Context: an optimization exercise on an open-source flow, tuned for small area and a short achievable clock period. The choices shown serve that exercise and are no tape-out recipe. In this exercise RTL edits were held to simulation tests only and were not proved equivalent to the original. Power is estimated from default activity; no workload was simulated.

==> flow/design.v (excerpt) <==
module processor_arm #(parameter N = 64)
	(input  logic CLOCK_50, reset,
	 output logic [N-1:0] IM_addr,
	 input  logic [31:0] IM_readData,
	 output logic [N-1:0] DM_writeData, DM_addr,
	 output logic DM_writeEnable, DM_readEnable,
	 input  logic [N-1:0] DM_readData);
	logic clk;
	assign clk = CLOCK_50;
	logic [63:2] pc;
	logic [31:0] ins;
	logic [10:0] op;
	assign ins = IM_readData;
	assign op  = ins[31:21];
	logic [63:2] pc_o, pc_next;
	assign IM_addr = {pc_o, 2'b00};
	logic [4:0] ra1, ra2;
	assign ra1 = ins[9:5];
	assign ra2 = ins[28] ? ins[4:0] : ins[20:16];
	logic dADD, dSUB, dAND, dORR, dLD, dST, dCBZ;
	assign dADD = (op == 11'b10001011000);
	assign dSUB = (op == 11'b11001011000);
	assign dAND = (op == 11'b10001010000);
	assign dORR = (op == 11'b10101010000);
	assign dLD  = (op == 11'b11111000010);
	assign dST  = (op == 11'b11111000000);
	assign dCBZ = (op[10:3] == 8'b10110100);
	logic [63:2] f_pc;
	logic [31:0] f_s1;
	logic [30:0] f_s2;
	logic [4:0]  f_rd;
  ...
Settings: LEC_CHECK=0, CAP_MARGIN=20, CORE_MARGIN=2, CORE_UTILIZATION=50, CTS_CLUSTER_DIAMETER=150, CTS_CLUSTER_SIZE=25, SETUP_SLACK_MARGIN=4.3, SLEW_MARGIN=20, SYNTH_HIERARCHICAL=1; clock period 7.0 ns.
standard.sh (not shown) runs the stock make flow with config.mk's settings and CLKGATE_MAP_FILE= SYNTH_SCRIPT=/design/flow/synth_recipe.tcl, a recipe that flattens the netlist after the stock synthesis.
==> flow/flow/run.sh <==
#!/bin/bash
# Layout flow: the standard ORFS flow (standard synthesis unchanged), with
# the I/O port buffers made with buf_4 instead of the default pick and with
# cell sizing not restricted to the same footprint. Each tool's output goes
# to its own log file in this folder (ORFS keeps per-step logs in orfs/logs).
set -euo pipefail
export BUFFER_PORTS_ARGS="-buffer_cell sky130_fd_sc_hd__buf_4"
bash standard.sh synth > synth.log 2>&1
bash standard.sh MATCH_CELL_FOOTPRINT=0 finish > layout.log 2>&1
The baseline completed without violations.
Edit:
CTS_CLUSTER_DIAMETER = 100   (was 150)
CTS_CLUSTER_SIZE = 20   (was 25)
SETUP_SLACK_MARGIN = 4.45   (was 4.3)
After rerunning:
- wire length is higher by 4.0%
- setup slack improved by 35 ps
- synthesized area stays the same
- cell area is higher by 3.3%
- fmax is higher by 1.2%
- power is higher by 4.9%

========
Setup of the previous run:
processor_arm again, from the RTL that the note above started with.
Design processor_arm, start of the top module:
module processor_arm #(parameter N = 64)
	(input  logic CLOCK_50, reset,
	 output logic [N-1:0] IM_addr,
	 input  logic [31:0] IM_readData,
	 output logic [N-1:0] DM_writeData, DM_addr,
	 output logic DM_writeEnable, DM_readEnable,
	 input  logic [N-1:0] DM_readData);
Settings: LEC_CHECK=0, CAP_MARGIN=20, CORE_MARGIN=2, CORE_UTILIZATION=50, CTS_CLUSTER_DIAMETER=100, CTS_CLUSTER_SIZE=20, SETUP_SLACK_MARGIN=4.2, SLEW_MARGIN=40, SYNTH_HIERARCHICAL=1; clock period 7.0 ns.
Scripts as last shown in full above: flow/flow/run.sh
The previous run finished all stages; the layout is clean.
Here is what was changed in the inputs of the current run compared with the previous run.
# the previous run
export LEC_CHECK = 0
export CAP_MARGIN = 20
export CORE_MARGIN = 2
export CORE_UTILIZATION = 50
export CTS_CLUSTER_DIAMETER = 100
export CTS_CLUSTER_SIZE = 20
export SETUP_SLACK_MARGIN = 4.2
export SLEW_MARGIN = 40
export SYNTH_HIERARCHICAL = 1
create_clock -name core_clock -period 7.0 [get_ports {CLOCK_50}]
# the current run
export LEC_CHECK = 0
export CAP_MARGIN = 20
export CORE_MARGIN = 2
export CORE_UTILIZATION = 50
export CTS_CLUSTER_DIAMETER = 100
export CTS_CLUSTER_SIZE = 20
export SETUP_SLACK_MARGIN = 4.2
export SLEW_MARGIN = 20
export SYNTH_HIERARCHICAL = 1
create_clock -name core_clock -period 7.0 [get_ports {CLOCK_50}]
### Flow results
The total power density per cell area on the current run is in line with that on the previous run.
Against the previous run, the current run comes in about 0.4% lower on total via count after detailed routing.
Peak fanout along the critical path was lower in the current run than in the previous run.
Comparing the previous run with the current run, the estimated wirelength of the detail-placed design came out essentially unchanged.
Diff the previous run -> the current run: total routed wirelength saw little to no change; endpoint required time on the critical path decreased by 2.16 ns relative to the old numbers.
The current run vs the previous run: average wire length per cell after detail routing up
Total number of cells along the worst setup path, the current run and the previous run, lower one = the current run.

==> static timing again, ports no longer ideal <==
The results above use ideal ports. As a check the final layouts listed here were re-extracted and re-timed, cells and wires unchanged.
Step 1: set_driving_cell puts a clkbuf_16 on CLOCK_50 and a buf_2 on each other input, an assumption about the parent block.
Step 2 also shifts input and output timing later by t, the mid clock arrival at the registers, as if the neighbouring blocks saw the same clock.
Slacks: ideal ports / drivers / drivers and shift; pairs: ideal ports / drivers.
run	t (ns)	setup WS [ns]	hold WS [ns]	worst setup path after step 2	latest minus earliest clock arrival (ns)
the first run of note 1	0.941	3.995 / 3.925 / 3.995	0.335 / 0.335 / 0.335	register to register	0.057 / 0.056
the second run of note 1	0.948	4.030 / 3.944 / 4.034	0.332 / 0.332 / 0.332	input, reset recovery	0.040 / 0.040
the previous run	0.951	3.937 / 3.931 / 3.937	0.330 / 0.330 / 0.330	register to register	0.048 / 0.048
the current run	0.946	4.051 / 3.964 / 4.032	0.332 / 0.332 / 0.332	input, reset recovery	0.033 / 0.032
After both steps every run listed still meets setup and hold. For the current run, which loses most, drivers alone change the setup slack by -0.087 ns; drivers and shift together by -0.019 ns. The worst setup slack also covers recovery checks on asynchronous resets.
